Source: an optimization exercise on an open RTL-to-GDS flow (aim: a short achievable clock period and few clock cycles). Production flows keep margins and buffers that such runs may drop.
The RTL was checked by simulation tests, not by an equivalence proof against the original design.
Power is estimated from default activity; no workload was simulated.

// risc
module risc(clk, reset, mem_addr, mem_wdata, mem_rdata, mem_read, mem_write,
            rg0, rg1, rg2, rg3, rg4, rg5, rg6, rg7);
==> flow/config.mk <==
export PLATFORM = sky130hd
export DESIGN_NAME = risc
export DESIGN_NICKNAME = risc
export VERILOG_FILES = /design/flow/design.v
export SDC_FILE = /design/flow/constraint.sdc
export NUM_CORES = 4
export LEC_CHECK = 0
export ABC_CLOCK_PERIOD_IN_PS = 3000
export CAP_MARGIN = 40
export CORE_MARGIN = 2
export CORE_UTILIZATION = 40
export SLEW_MARGIN = 40
==> flow/constraint.sdc <==
create_clock -name core_clock -period 10.0 [get_ports {clk}]
set_input_delay 2.0000 -clock core_clock [delete_from_list [all_inputs] [get_ports {clk}]]
set_output_delay 2.0000 -clock core_clock [all_outputs]
set_load 0.01 [all_outputs]
standard.sh (not shown) runs the stock make flow with config.mk's settings and CLKGATE_MAP_FILE= SYNTH_SCRIPT=/design/flow/synth_recipe.tcl, a recipe that flattens the netlist after the stock synthesis.
==> flow/flow/run.sh <==
#!/bin/bash
set -euo pipefail
bash standard.sh SETUP_SLACK_MARGIN=7 finish > make_finish.log 2>&1
Testbench counts at the start, summed over its fixed seeds: cycles 30,592.
Next try:
--- a/flow/design.v
+++ b/flow/design.v
@@ -122,45 +122,31 @@
   integer k;
   cword = 16'd0; ctgt = 16'd0; ctag1 = {TW{1'b0}}; ctag0 = {TW{1'b0}};
   for (k = 0; k < CN; k = k + 1) begin
     cword = cword | ({16{foh[k]}} & c_d[k*16 +: 16]);
     ctgt = ctgt | ({16{foh[k]}} & c_g[k*16 +: 16]);
     ctag1 = ctag1 | ({TW{foh1[k]}} & c_t[k*TW +: TW]);
     ctag0 = ctag0 | ({TW{foh[k]}} & c_t[k*TW +: TW]);
   end
 end
 wire hit = hit_r;
 wire pj = hit && ((foh & c_j) != {CN{1'b0}});   
-wire [15:0] fa1;
-wire pjm = !hit && mem_rdata[15:12] == 4'b1000;
-wire [6:0] jt_lo = {1'b0, fa1[5:0]} + {1'b0, mem_rdata[5:0]};
-wire [9:0] fa1_hp = fa1[15:6] + 10'd1, fa1_hm = fa1[15:6] - 10'd1;
-wire [15:0] jt_m = {(jt_lo[6] && !mem_rdata[5]) ? fa1_hp :
-                    (!jt_lo[6] && mem_rdata[5]) ? fa1_hm : fa1[15:6], jt_lo[5:0]};
-wire [CN-1:0] toh = {{CN-1{1'b0}}, 1'b1} << ctgt[CB-1:0];
-reg [TW-1:0] ctagt;
-always @(*) begin : treadt
-  integer k;
-  ctagt = {TW{1'b0}};
-  for (k = 0; k < CN; k = k + 1) ctagt = ctagt | ({TW{toh[k]}} & c_t[k*TW +: TW]);
-end
-wire hitt = ((toh & c_v) != {CN{1'b0}}) && (ctagt == ctgt[15:CB]);
-assign fa1 = fa + 16'd1;
+wire [15:0] fa1 = fa + 16'd1;
 wire hit1 = ((foh1 & c_v) != {CN{1'b0}}) && (ctag1 == fa1[15:CB]);
 wire hit0 = ((foh & c_v) != {CN{1'b0}}) && (ctag0 == fa[15:CB]);
 wire ir_free = !ir_v || xv;
 wire fetch_ok = ir_free && (hit || pdem);
 wire deliver = fetch_ok && !redirect;
 wire [15:0] fa_next = redirect ? x_tgt :
-                      deliver ? (pj ? ctgt : pjm ? jt_m : fa1) : fa;
-wire need_dem = redirect || (deliver ? (pj || pjm || !hit1) : !hit);
+                      deliver ? (pj ? ctgt : fa1) : fa;
+wire need_dem = redirect || (deliver ? (pj || !hit1) : !hit);
 wire pf_keep = (prel != 16'd0) && (prel[15:5] == 11'd0);
 wire pf_ok = (prel != 16'd0) && (prel[15:4] == 12'd0);
 wire [7:0] dsa_c, dsb_c, dsc_c, dsa_m, dsb_m, dsc_m;
 wire [10:0] dcls_c, dcls_m;
 wire [6:0] drs_c, dws_c, drs_m, dws_m;
 wire dmem_c, dmem_m;
 predec pd_c(.w(cword), .sa(dsa_c), .sb(dsb_c), .sc(dsc_c), .cls(dcls_c),
             .rset(drs_c), .wset(dws_c), .mem(dmem_c));
 predec pd_m(.w(mem_rdata), .sa(dsa_m), .sb(dsb_m), .sc(dsc_m), .cls(dcls_m),
             .rset(drs_m), .wset(dws_m), .mem(dmem_m));
 wire [6:0] ldw = (mode == M_LOAD) ? ld_oh : (mode == M_LM) ? (7'd1 << mlow) : 7'd0;
@@ -220,24 +206,23 @@
         3'd0: r0 <= mem_rdata; 3'd1: r1 <= mem_rdata; 3'd2: r2 <= mem_rdata;
         3'd3: r3 <= mem_rdata; 3'd4: r4 <= mem_rdata; 3'd5: r5 <= mem_rdata;
         3'd6: r6 <= mem_rdata; default: ;
       endcase
     end
     if (xv) pc1 <= ir_npc;
     if (xv && x_fe) begin fz <= x_z; fc <= x_c; end
     ir_v <= deliver || (ir_v && !xv);
     fa <= fa_next;
     foh <= {{CN-1{1'b0}}, 1'b1} << fa_next[CB-1:0];
     hit_r <= redirect ? 1'b0 :
-             deliver ? (pj ? (hitt && (woh & toh) == {CN{1'b0}}) :
-                        (!pjm && hit1 && (woh & foh1) == {CN{1'b0}})) :
+             deliver ? (!pj && hit1 && (woh & foh1) == {CN{1'b0}}) :
                        (hit0 && (woh & foh) == {CN{1'b0}});
     fb_v <= pfill;
     if (fb_v) c_v[widx] <= 1'b1;
     if (cont_lm) begin
       maddr <= maddr + 16'd1; mwrite <= 1'b0; pdem <= 1'b0; pfill <= 1'b0;
       mmask <= mrest;
     end else if (cont_sm) begin
       maddr <= maddr + 16'd1; mwrite <= 1'b1; pdem <= 1'b0; pfill <= 1'b0;
       mwdata <= mlow_v; mmask <= mrest;
     end else if (xv && c_lw) begin
       maddr <= s_bi; mwrite <= 1'b0; pdem <= 1'b0; pfill <= 1'b0;
@@ -267,23 +252,23 @@
 always @(posedge clk) begin
     if (fetch_ok) begin
       ir <= hit ? cword : mem_rdata;
       sa <= hit ? dsa_c : dsa_m;
       sb <= hit ? dsb_c : dsb_m;
       sc <= hit ? dsc_c : dsc_m;
       cls <= hit ? dcls_c : dcls_m;
       ir_rset <= hit ? drs_c : drs_m;
       ir_wset <= hit ? dws_c : dws_m;
       ir_mem <= hit ? dmem_c : dmem_m;
       ir_pc <= fa; ir_npc <= fa1;
-      ir_pred <= pj || pjm;
+      ir_pred <= pj;
     end
     opa <= opa_n;
     opb <= opb_n;
     fb_a <= maddr;
     fb_w <= mem_rdata;
 end
 genvar gi;
 generate
   for (gi = 0; gi < CN; gi = gi + 1) begin : ce
     reg [15:0] d, g;
     reg [TW-1:0] t;
What happened:
- die area went down by 5.1%
- cell count went down by 6.9%
- routed wire length went down by 7.4%
- clock-buffer cell count went down by 2
- clock power went down by 7.0%
- core utilization went up by 0.28 points
- setup slack is better by 0.90 ns
- combinational power went down by 38%
Testbench counts after the change, summed over its fixed seeds: cycles 31,201.

[separate check: timing with driven ports]
How much do the figures lean on ideal ports? The routed layouts below were timed once more, with nothing changed but the port constraints.
Step 1 (the two cells are an assumption about what drives the block):
set clk [get_ports {clk}]
set_driving_cell -lib_cell sky130_fd_sc_hd__clkbuf_16 $clk
set_driving_cell -lib_cell sky130_fd_sc_hd__buf_2 [delete_from_list [all_inputs] $clk]
Step 2, shift: input delay + t, output delay - t, t = (earliest + latest rising clock arrival at the registers) / 2. This alone moves slack from input paths to output paths.
a / b / c = ideal ports / drivers / drivers and shift; a / b = the first two.
run	t, ns	slack for setup (ns)	worst setup path after step 2	clock arrival spread, ns
the first run	0.955	5.174 / 5.174 / 4.241	input to register	0.083 / 0.082
the second run	0.961	6.070 / 6.070 / 5.306	input to register	0.072 / 0.072
After both steps every run listed still meets setup and hold. For the first run, which loses most, drivers alone change the setup slack by 0.000 ns; drivers and shift together by -0.933 ns.
